Background: an optimization exercise with open tools, aiming at small area and a short achievable clock period. Do not read the settings as production practice. In this exercise RTL edits were held to simulation tests only and were not proved equivalent to the original.

==> run P: inputs <==
// aes_round_top
module aes_round_top (
    input  wire         clk,
    input  wire         rst,
    input  wire         in_valid,
    input  wire [127:0] state_in,
    input  wire [127:0] round_key,
    output wire         out_valid,
    output wire [127:0] state_out
);
export LEC_CHECK = 0
export CAP_MARGIN = 20
export CORE_MARGIN = 2
export CORE_UTILIZATION = 50
export PLACE_DENSITY = 0.65
export SLEW_MARGIN = 20
export SYNTH_HIERARCHICAL = 1
export SYNTH_MINIMUM_KEEP_SIZE = 0
create_clock -name core_clock -period 7.0 [get_ports {clk}]
standard.sh (not shown) runs the stock make flow with config.mk's settings and CLKGATE_MAP_FILE= SYNTH_SCRIPT=/design/flow/synth_recipe.tcl, a recipe that flattens the netlist after the stock synthesis.
==> flow/flow/run.sh <==
#!/bin/bash
set -euo pipefail
export BUFFER_PORTS_ARGS="-buffer_cell sky130_fd_sc_hd__buf_2"
bash standard.sh > standard_flow.log 2>&1
==> run G: changes against run P <==
--- a/flow/design.v
+++ b/flow/design.v
@@ -216,13 +216,13 @@
     assign y[31] = w181;
 endmodule
 module sb_a (
     input  wire [7:0] y,
     output wire [7:0] x,
-    output wire [3:0] t
+    output wire [3:0] ti
 );
-    wire w8, w9, w10, w11, w12, w13, w14, w15, w16, w17, w18, w19, w20, w21, w22, w23, w24, w25, w26, w27, w28, w29, w30, w31, w32, w33, w34, w43, w44, w45, w46, w47, w48, w49, w50, w51, w52, w53, w54, w55, w56, w57, w58, w59, w60, w61, w62, w63, w64, w65;
+    wire w8, w9, w10, w11, w12, w13, w14, w15, w16, w17, w18, w19, w20, w21, w22, w23, w24, w25, w26, w27, w28, w29, w30, w31, w32, w33, w34, w43, w44, w45, w46, w47, w48, w49, w50, w51, w52, w53, w54, w55, w56, w57, w58, w59, w60, w61, w62, w63, w64, w65, w66, w67, w68, w69, w70, w71, w72, w73, w74, w75, w76, w77, w78, w79, w80, w81, w82;
     g_xor2 g0 (.a(y[0]), .b(y[1]), .y(w8));
     g_xor2 g1 (.a(y[2]), .b(y[5]), .y(w9));
     g_xor2 g2 (.a(y[6]), .b(y[7]), .y(w10));
     g_xnor2 g3 (.a(y[0]), .b(y[4]), .y(w11));
     g_xor2 g4 (.a(y[7]), .b(w8), .y(w12));
@@ -269,53 +269,42 @@
     g_xnor2 g45 (.a(w31), .b(w60), .y(w61));
     g_xor2 g46 (.a(w53), .b(w61), .y(w62));
     g_xor2 g47 (.a(w43), .b(w50), .y(w63));
     g_xor2 g48 (.a(w25), .b(w63), .y(w64));
     g_xor2 g49 (.a(w52), .b(w64), .y(w65));
+    g_xnor2 g50 (.a(w56), .b(w65), .y(w66));
+    g_nand2 g51 (.a(w56), .b(w59), .y(w67));
+    g_xor2 g52 (.a(w62), .b(w67), .y(w68));
+    g_xnor2 g53 (.a(w59), .b(w62), .y(w69));
+    g_xor2 g54 (.a(w65), .b(w67), .y(w70));
+    g_nor2 g55 (.a(w70), .b(w69), .y(w71));
+    g_nor2 g56 (.a(w68), .b(w66), .y(w72));
+    g_nand2 g57 (.a(w59), .b(w65), .y(w73));
+    g_nor2 g58 (.a(w69), .b(w73), .y(w74));
+    g_xor2 g59 (.a(w69), .b(w67), .y(w75));
+    g_nand2 g60 (.a(w62), .b(w56), .y(w76));
+    g_nor2 g61 (.a(w66), .b(w76), .y(w77));
+    g_xor2 g62 (.a(w66), .b(w67), .y(w78));
+    g_xor2 g63 (.a(w62), .b(w71), .y(w79));
+    g_xor2 g64 (.a(w74), .b(w75), .y(w80));
+    g_xor2 g65 (.a(w65), .b(w72), .y(w81));
+    g_xor2 g66 (.a(w77), .b(w78), .y(w82));
     assign x[0] = w30;
     assign x[1] = w27;
     assign x[2] = w33;
     assign x[3] = w29;
     assign x[4] = w15;
-    g_inv g50 (.a(y[1]), .y(x[5]));
+    g_inv g67 (.a(y[1]), .y(x[5]));
     assign x[6] = w19;
     assign x[7] = w18;
-    assign t[0] = w59;
-    assign t[1] = w62;
-    assign t[2] = w56;
-    assign t[3] = w65;
+    assign ti[0] = w82;
+    assign ti[1] = w81;
+    assign ti[2] = w80;
+    assign ti[3] = w79;
 endmodule
 module sb_b (
     input  wire [7:0] x,
-    input  wire [3:0] t,
-    output wire [3:0] ti
-);
-    wire w12, w13, w14, w15, w16, w17, w18, w19, w20, w21, w22, w23, w24, w25, w26, w27, w28;
-    g_xnor2 g0 (.a(t[2]), .b(t[3]), .y(w12));
-    g_nand2 g1 (.a(t[2]), .b(t[0]), .y(w13));
-    g_xor2 g2 (.a(t[1]), .b(w13), .y(w14));
-    g_xnor2 g3 (.a(t[0]), .b(t[1]), .y(w15));
-    g_xor2 g4 (.a(t[3]), .b(w13), .y(w16));
-    g_nor2 g5 (.a(w16), .b(w15), .y(w17));
-    g_nor2 g6 (.a(w14), .b(w12), .y(w18));
-    g_nand2 g7 (.a(t[0]), .b(t[3]), .y(w19));
-    g_nor2 g8 (.a(w15), .b(w19), .y(w20));
-    g_xor2 g9 (.a(w15), .b(w13), .y(w21));
-    g_nand2 g10 (.a(t[1]), .b(t[2]), .y(w22));
-    g_nor2 g11 (.a(w12), .b(w22), .y(w23));
-    g_xor2 g12 (.a(w12), .b(w13), .y(w24));
-    g_xor2 g13 (.a(t[1]), .b(w17), .y(w25));
-    g_xor2 g14 (.a(w20), .b(w21), .y(w26));
-    g_xor2 g15 (.a(t[3]), .b(w18), .y(w27));
-    g_xor2 g16 (.a(w23), .b(w24), .y(w28));
-    assign ti[0] = w28;
-    assign ti[1] = w27;
-    assign ti[2] = w26;
-    assign ti[3] = w25;
-endmodule
-module sb_c (
-    input  wire [7:0] x,
     input  wire [3:0] ti,
     output wire [7:0] s
 );
     wire w12, w13, w14, w15, w16, w17, w18, w19, w20, w21, w22, w23, w24, w25, w26, w27, w28, w29, w30, w31, w32, w33, w34, w35, w36, w37, w38, w39, w40, w41, w42, w43, w44, w45, w46, w47, w48, w49, w50, w51, w52, w53, w54, w55, w56, w57, w58, w59, w60, w61, w62, w63, w64, w65, w66, w67, w68, w69, w70, w71, w72, w73, w74, w75, w76, w77, w78;
     g_xor2 g0 (.a(x[7]), .b(x[5]), .y(w12));
@@ -401,16 +390,16 @@
     input  wire [127:0] state_in,
     input  wire [127:0] round_key,
     output wire         out_valid,
     output wire [127:0] state_out
 );
-    reg [3:0] vld;
+    reg [2:0] vld;
     always @(posedge clk) begin
-        if (rst) vld <= 4'd0;
-        else     vld <= {vld[2:0], in_valid};
+        if (rst) vld <= 3'd0;
+        else     vld <= {vld[1:0], in_valid};
     end
-    assign out_valid = vld[3];
+    assign out_valid = vld[2];
     wire [127:0] ark = state_in ^ round_key;
     wire [127:0] ark_q = ark;
     wire [127:0] mc;
     genvar c, i;
     generate
@@ -419,26 +408,20 @@
         end
     endgenerate
     reg  [127:0] mc_q;
     always @(posedge clk) mc_q <= mc;
     wire [127:0] x0;
-    wire [63:0] t0;
-    reg  [63:0] t0_q;
-    always @(posedge clk) t0_q <= t0;
+    wire [63:0] ti0;
+    reg  [63:0] ti0_q;
+    always @(posedge clk) ti0_q <= ti0;
     reg  [127:0] x0_q;
     always @(posedge clk) x0_q <= x0;
-    wire [63:0] ti1;
-    reg  [63:0] ti1_q;
-    always @(posedge clk) ti1_q <= ti1;
-    reg  [127:0] x0_q_q;
-    always @(posedge clk) x0_q_q <= x0_q;
     wire [127:0] sb;
     generate
         for (i = 0; i < 16; i = i + 1) begin : g_sb
-            sb_a u_sb_a (.y(mc_q[127 - 8*i -: 8]), .x(x0[8*i +: 8]), .t(t0[4*i +: 4]));
-            sb_b u_sb_b (.x(x0_q[8*i +: 8]), .t(t0_q[4*i +: 4]), .ti(ti1[4*i +: 4]));
-            sb_c u_sb_c (.x(x0_q_q[8*i +: 8]), .ti(ti1_q[4*i +: 4]), .s(sb[127 - 8*(4*(((i / 4) + (i % 4)) % 4) + (i % 4)) -: 8]));
+            sb_a u_sb_a (.y(mc_q[127 - 8*i -: 8]), .x(x0[8*i +: 8]), .ti(ti0[4*i +: 4]));
+            sb_b u_sb_b (.x(x0_q[8*i +: 8]), .ti(ti0_q[4*i +: 4]), .s(sb[127 - 8*(4*(((i / 4) + (i % 4)) % 4) + (i % 4)) -: 8]));
         end
     endgenerate
     reg  [127:0] sb_q;
     always @(posedge clk) sb_q <= sb;
     assign state_out = sb_q;
==> comparison table <==
quantity	run G	run P
Crit path time final	3.70 ns	3.56 ns
DP Cell Count	4767	5071
Number of combinational gates with multiple inputs	2967	2968
Initial core utilization	0.507	0.505
Final design instance area without fill	37600 sq um	42100 sq um
Outcome	finished clean	finished clean
Utilization after layout	0.534	0.532
Number of clock-tree buffers in the layout	70	91
Placed Instance Area	35500 sq um	39600 sq um
Full die area	73400 sq um	82200 sq um
Final Instance Count excl. Fillers	4868	5202


==> inputs of willow <==
Another version of the RTL of aes_round_top (not shown whole).
==> flow/config.mk <==
export PLATFORM = sky130hd
export DESIGN_NAME = aes_round_top
export DESIGN_NICKNAME = aes_round_top
export VERILOG_FILES = /design/flow/design.v
export SDC_FILE = /design/flow/constraint.sdc
export NUM_CORES = 4
export LEC_CHECK = 0
export CAP_MARGIN = 20
export CORE_MARGIN = 2
export CORE_UTILIZATION = 50
export PLACE_DENSITY = 0.65
export SLEW_MARGIN = 20
export SYNTH_HIERARCHICAL = 1
export SYNTH_MINIMUM_KEEP_SIZE = 0
==> flow/constraint.sdc <==
create_clock -name core_clock -period 7.0 [get_ports {clk}]
set_input_delay 1.4000 -clock core_clock [delete_from_list [all_inputs] [get_ports {clk}]]
set_output_delay 1.4000 -clock core_clock [all_outputs]
set_load 0.01 [all_outputs]
run.sh (not shown) runs the stock make flow with config.mk's settings and CLKGATE_MAP_FILE= SYNTH_SCRIPT=/design/flow/synth_recipe.tcl, a recipe that flattens the netlist after the stock synthesis.
Stock flow here: none of the scripts above is used.
==> quartz: changes against willow <==
SETUP_SLACK_MARGIN = 4.3   (was not set)
==> comparison table <==
Non-clock buffering overhead: quartz 18.3%; willow 10.0%
Via count of the first global-routing pass: quartz 28000; willow 21600
Buffers inserted by post-CTS timing repair: quartz 586; willow 0
Actual transition at the worst max-transition pin: quartz 0.653 ns; willow 0.885 ns
NumNets Final: quartz 4961; willow 4099
Worst setup path endpoint: quartz sb_q[113]$_DFF_P_; willow sb_q[92]$_DFF_P_
Clk cell area share: quartz 2.95%; willow 4.91%
Worst slack after detailed placement: quartz 2.67 ns; willow 2.30 ns
Status: quartz finished clean; willow finished clean
Worst clock skew: quartz 0.0183 ns; willow 0.0155 ns
Met1 GRT Util: quartz 28.3%; willow 24.3%
Met2 capacity usage during global routing: quartz 44.8%; willow 31.2%
Post-placement cell area: quartz 41300 um2; willow 37000 um2
Critical register-to-register path startpoint: quartz t0_q[52]$_DFF_P_; willow t0_q[18]$_DFF_P_
Largest net degree at the start of global routing: quartz 14; willow 15
Number of gates on the worst path with buffers counted: quartz 17; willow 16
Via Count: quartz 26000; willow 21100
Clock buffer instance count of the final layout: quartz 67; willow 68
Placer Congestion: quartz 0.905; willow 0.864
Multi-input logic portion of the cell area: quartz 60.4%; willow 58.7%
Drt first-iter violations: quartz 1036; willow 575
Filler instances: quartz 3711; willow 6412

[what the ideal ports hide]
Ports are ideal in the flow. The routed layouts listed here were re-timed in OpenROAD.
Step 1 sets driving cells, clkbuf_16 on the clock port and buf_2 on the other inputs (assumed; they add their load-dependent delay and slew).
Step 2 adds t to the input delays and takes it off the output delays; t is the mean of the earliest and latest rising clock arrival at the registers after step 1. Input paths then give back, and output paths get back, about the clock's delay inside the block.
Slacks: ideal / step 1 / step 2; pairs: ideal / step 1.
run | t (ns) | setup slack, ns | latest minus earliest clock arrival (ns) | worst register clock-pin slew, ns
run P | 0.655 | 3.440 / 3.485 / 2.830 | 0.020 / 0.019 | 0.06 / 0.06
run G | 0.663 | 3.305 / 3.342 / 2.679 | 0.046 / 0.046 | 0.07 / 0.07
willow | 0.645 | 2.562 / 2.562 / 2.262 | 0.016 / 0.016 | 0.06 / 0.06
quartz | 0.671 | 2.819 / 2.819 / 2.819 | 0.027 / 0.027 | 0.06 / 0.06
After both steps setup and hold are still met in every run listed. The setup slack of run G, which loses most, moves by +0.037 ns with the drivers and by -0.626 ns with both steps.
